Source: an optimization exercise on an open RTL-to-GDS flow (aim: small area and a short achievable clock period). Production flows keep margins and buffers that such runs may drop.
Function was checked by simulation only, so behaviour that the tests miss may differ from the original.
Power and IR drop assume default switching activity.

## job 7149
Design CPU, start of the top module:
module CPU(
	input clk,
	input reset,
	output [4:0] instr_addr,
	input [18:0] instr,
	output reg [18:0] alu_result,
	output rf_we,
	output [2:0] rf_waddr,
	output reg [18:0] rf_wdata,
	output mem_we,
	output [4:0] mem_waddr,
	output [18:0] mem_wdata
);
	wire [1:0] ty    = instr[18:17];
	wire [1:0] code  = instr[16:15];
	wire [2:0] rs    = instr[14:12];
	wire [2:0] rt    = instr[11:9];
	wire [2:0] rd    = instr[8:6];
	wire [2:0] funct = instr[2:0];
	wire [8:0] imm   = instr[8:0];
	wire [18:0] simm = {{10{imm[8]}}, imm};
	wire t_r = (ty == 2'b00);
	wire t_i = (ty == 2'b01);
	wire t_m = (ty == 2'b10);
	wire t_j = (ty == 2'b11);
	wire is_lea = t_i && (code == 2'b11);
	wire is_sub = t_r ? (funct == 3'b010 || funct == 3'b111) : (t_m && code == 2'b10);
	wire is_imm = !t_r && !is_lea && !is_sub;
	reg [4:0] pc;
	reg [18:0] rf [1:7];
	reg [7:1] rf_v;
	reg [18:0] mem [0:31];
	reg [31:0] mem_v;
	reg [18:0] a, b;
	integer x;
	always @(*) begin
		a = 19'd0;
		b = 19'd0;
		for (x = 1; x < 8; x = x + 1) begin
			a = a | ({19{rs == x && rf_v[x]}} & rf[x]);
  ...
export LEC_CHECK = 0
export CAP_MARGIN = 20
export CORE_MARGIN = 2
export CORE_UTILIZATION = 40
export SLEW_MARGIN = 20
create_clock -name core_clock -period 19.0 [get_ports {clk}]
standard.sh (not shown) runs the stock make flow with config.mk's settings and CLKGATE_MAP_FILE= SYNTH_SCRIPT=/design/flow/synth_recipe.tcl, a recipe that flattens the netlist after the stock synthesis.
==> flow/flow/run.sh <==
#!/bin/bash
# The standard layout (standard.sh) with these changes:
#  - ABC maps the logic with flow/abc.script (area-recovering mapping) instead
#    of ORFS's abc_speed.script; the rest of the synthesis is synth_recipe.tcl;
#  - no full/half-adder cell extraction (ADDER_MAP_FILE empty), so ABC sees
#    and times the adders together with the rest of the logic;
#  - repair_timing aims for SETUP_SLACK_MARGIN ns of setup slack;
#  - clock tree: no dummy loads, larger sink clusters;
#  - ports are buffered with buf_2 (repair_timing resizes them as needed).
# The SDC (clock period, I/O delays, loads) is the standard flow's, unchanged.
set -euo pipefail
W=$(pwd)
cat > "$W/abc_wrap.tcl" <<EOT
proc abc {args} {
  set i [lsearch \$args -script]
  if {\$i >= 0} { lset args [expr {\$i + 1}] $W/flow/abc.script }
  yosys abc {*}\$args
}
source $W/synth_recipe.tcl
EOT
sed "s#SYNTH_SCRIPT=[^ ]*#SYNTH_SCRIPT=$W/abc_wrap.tcl#" standard.sh > my_standard.sh
export ADDER_MAP_FILE=
export SETUP_SLACK_MARGIN=${MARGIN:-5}
export CTS_ARGS="-sink_clustering_enable -repair_clock_nets -dont_use_dummy_load -sink_clustering_size 30 -sink_clustering_max_diameter 80"
export BUFFER_PORTS_ARGS="-buffer_cell sky130_fd_sc_hd__buf_2"
bash my_standard.sh finish > standard.log 2>&1
==> flow/flow/abc.script <==
&get -n
&st
&dch
&nf -R 1000
&st
&dch
&nf -R 1000
&put
buffer -c
topo
stime -c
upsize -c
dnsize -c
What job 591 does differently from job 7149 at the input level:
- swapping 40 for 60 in CORE_UTILIZATION
==> flow/flow/run.sh <==
#!/bin/bash
# The standard layout (standard.sh) with these changes:
#  - ABC maps the logic with flow/abc.script (area-recovering mapping) instead
#    of ORFS's abc_speed.script; the rest of the synthesis is synth_recipe.tcl;
#  - repair_timing aims for 5.3 ns of setup slack up to clock tree synthesis
#    and 4.9 ns after global routing;
#  - clock tree: no dummy loads, larger sink clusters;
#  - ports are buffered with buf_1 (repair_timing resizes them as needed).
# The SDC (clock period, I/O delays, loads) is the standard flow's, unchanged.
set -euo pipefail
W=$(pwd)
cat > "$W/abc_wrap.tcl" <<EOT
proc abc {args} {
  set i [lsearch \$args -script]
  if {\$i >= 0} { lset args [expr {\$i + 1}] $W/flow/abc.script }
  yosys abc {*}\$args
}
source $W/synth_recipe.tcl
EOT
sed "s#SYNTH_SCRIPT=[^ ]*#SYNTH_SCRIPT=$W/abc_wrap.tcl#" standard.sh > my_standard.sh
export SETUP_SLACK_MARGIN=5
export CTS_ARGS="-sink_clustering_enable -repair_clock_nets -dont_use_dummy_load -sink_clustering_size 24 -sink_clustering_max_diameter 70"
export BUFFER_PORTS_ARGS="-buffer_cell sky130_fd_sc_hd__buf_1"
SETUP_SLACK_MARGIN=5.3 bash my_standard.sh cts > standard_to_cts.log 2>&1
SETUP_SLACK_MARGIN=4.9 bash my_standard.sh finish > standard.log 2>&1
==> comparison <==
- Every stage of the flow completed for job 591, and the final layout passed the timing, DRC and antenna checks.
- Cell area after placement came out lower on job 591 than on job 7149.
- A worst-path cell with the longest stage delay of sky130_fd_sc_hd__ha_1 is what job 591 shows, while sky130_fd_sc_hd__or4_4 belongs to job 7149.
- DRC violation count after routing essentially unchanged between job 7149 and job 591.
- Of job 591 and job 7149, job 7149 shows the higher largest net degree at the start of global routing, with job 591 below it.
- For job 591, the critical path startpoint was instr[13], unlike job 7149, where it was instr[12].
- Job 591 reports a higher global-route usage than job 7149 does.
- Of job 591 and job 7149, job 7149 shows the lower average cell area after synthesis, with job 591 above it.
- Job 591 ends up with a share of the yosys chip area belonging to registers that is 0.63 points lower than in job 7149.
diff inputs: job 591 => job 4523
-- flow/flow/run.sh --
<<< job 591, line 4
#    of ORFS's abc_speed.script; the rest of the synthesis is synth_recipe.tcl;
#  - repair_timing aims for 5.3 ns of setup slack up to clock tree synthesis
#    and 4.9 ns after global routing;
#  - clock tree: no dummy loads, larger sink clusters;
>>> job 4523, line 4
#    of ORFS's abc_speed.script; the rest of the synthesis is synth_recipe.tcl;
#  - repair_timing aims for SETUP_SLACK_MARGIN ns of setup slack;
#  - clock tree: no dummy loads, larger sink clusters;
<<< job 591, line 23
export BUFFER_PORTS_ARGS="-buffer_cell sky130_fd_sc_hd__buf_1"
SETUP_SLACK_MARGIN=5.3 bash my_standard.sh cts > standard_to_cts.log 2>&1
SETUP_SLACK_MARGIN=4.9 bash my_standard.sh finish > standard.log 2>&1
>>> job 4523, line 22
export BUFFER_PORTS_ARGS="-buffer_cell sky130_fd_sc_hd__buf_1"
bash my_standard.sh finish > standard.log 2>&1
## What came out
Per the final summary, job 4523 finished and its layout is clean on timing, DRC and antenna. Of the two values seen for cell type of the slowest stage on the worst timing path, sky130_fd_sc_hd__ha_1 was produced by job 591 and sky130_fd_sc_hd__or3_4 by job 4523. Final design instance area without fill, job 4523 and job 591, lower one = job 591. Diff job 591 -> job 4523 | net switching power | up slightly. On final period utilization: job 4523 sits below job 591.
Here is what was changed in the inputs of job 1431 compared with job 4523.
-- flow/flow/run.sh --
<<< job 4523, line 4
#    of ORFS's abc_speed.script; the rest of the synthesis is synth_recipe.tcl;
#  - repair_timing aims for SETUP_SLACK_MARGIN ns of setup slack;
#  - clock tree: no dummy loads, larger sink clusters;
>>> job 1431, line 4
#    of ORFS's abc_speed.script; the rest of the synthesis is synth_recipe.tcl;
#  - repair_timing aims for 5.4 ns of setup slack, and is not run again
#    after global routing (SKIP_INCREMENTAL_REPAIR);
#  - clock tree: no dummy loads, larger sink clusters;
<<< job 4523, line 19
sed "s#SYNTH_SCRIPT=[^ ]*#SYNTH_SCRIPT=$W/abc_wrap.tcl#" standard.sh > my_standard.sh
export SETUP_SLACK_MARGIN=5
export CTS_ARGS="-sink_clustering_enable -repair_clock_nets -dont_use_dummy_load -sink_clustering_size 24 -sink_clustering_max_diameter 70"
>>> job 1431, line 20
sed "s#SYNTH_SCRIPT=[^ ]*#SYNTH_SCRIPT=$W/abc_wrap.tcl#" standard.sh > my_standard.sh
export SETUP_SLACK_MARGIN=5.4
export SKIP_INCREMENTAL_REPAIR=1
export CTS_ARGS="-sink_clustering_enable -repair_clock_nets -dont_use_dummy_load -sink_clustering_size 24 -sink_clustering_max_diameter 70"
[summary]
Lower setup slack goes to job 1431 over job 4523.
Of job 1431 and job 4523, it is job 1431 that has the lower critical path depth.
Job 1431: full flow OK, the timing, DRC and antenna checks passed
Looking at share of total power in combinational logic across job 1431 and job 4523, the one that comes out higher is job 4523.
The higher met3 usage in global routing of job 1431 and job 4523 is in job 1431.
Setup changes, job 1431 to job 2990
-- flow/flow/run.sh --
<<< job 1431, line 4
#    of ORFS's abc_speed.script; the rest of the synthesis is synth_recipe.tcl;
#  - repair_timing aims for 5.4 ns of setup slack, and is not run again
#    after global routing (SKIP_INCREMENTAL_REPAIR);
>>> job 2990, line 4
#    of ORFS's abc_speed.script; the rest of the synthesis is synth_recipe.tcl;
#  - repair_timing aims for 5.7 ns of setup slack, and is not run again
#    after global routing (SKIP_INCREMENTAL_REPAIR);
<<< job 1431, line 20
sed "s#SYNTH_SCRIPT=[^ ]*#SYNTH_SCRIPT=$W/abc_wrap.tcl#" standard.sh > my_standard.sh
export SETUP_SLACK_MARGIN=5.4
export SKIP_INCREMENTAL_REPAIR=1
>>> job 2990, line 20
sed "s#SYNTH_SCRIPT=[^ ]*#SYNTH_SCRIPT=$W/abc_wrap.tcl#" standard.sh > my_standard.sh
export SETUP_SLACK_MARGIN=5.7
export SKIP_INCREMENTAL_REPAIR=1
Findings:
Delta (job 2990 minus job 1431): worst path setup slack after routing rose 0.14 ns, wire length on met2 fell about 0.6%, count of antenna diodes in the layout about even.

==> separate check: timing with driven ports <==
The results above use ideal ports. As a check the final layouts listed here were re-extracted and re-timed, cells and wires unchanged. Step 1 sets driving cells, clkbuf_16 on the clock port and buf_2 on the other inputs (assumed; they add their load-dependent delay and slew). Step 2 times the ports against the registers' clock, not the clock port: input delays grow and output delays shrink by t, the midpoint of the rising clock arrivals with the driver on. a / b / c = ideal / step 1 / step 2; a / b = the first two.
run | t (ns) | setup slack, ns | worst hold slack (ns)
job 7149 | 0.639 | 4.689 / 4.620 / 4.620 | 0.475 / 0.475 / 0.475
job 591 | 0.653 | 5.177 / 5.150 / 5.150 | 0.451 / 0.451 / 0.451
job 4523 | 0.637 | 5.256 / 5.234 / 5.234 | 0.452 / 0.452 / 0.452
job 1431 | 0.647 | 5.251 / 5.222 / 5.222 | 0.458 / 0.458 / 0.458
job 2990 | 0.649 | 5.390 / 5.349 / 5.349 | 0.454 / 0.454 / 0.454
After both steps every run listed still meets setup and hold. For job 7149, which loses most, drivers alone change the setup slack by -0.069 ns; drivers and shift together by -0.069 ns.
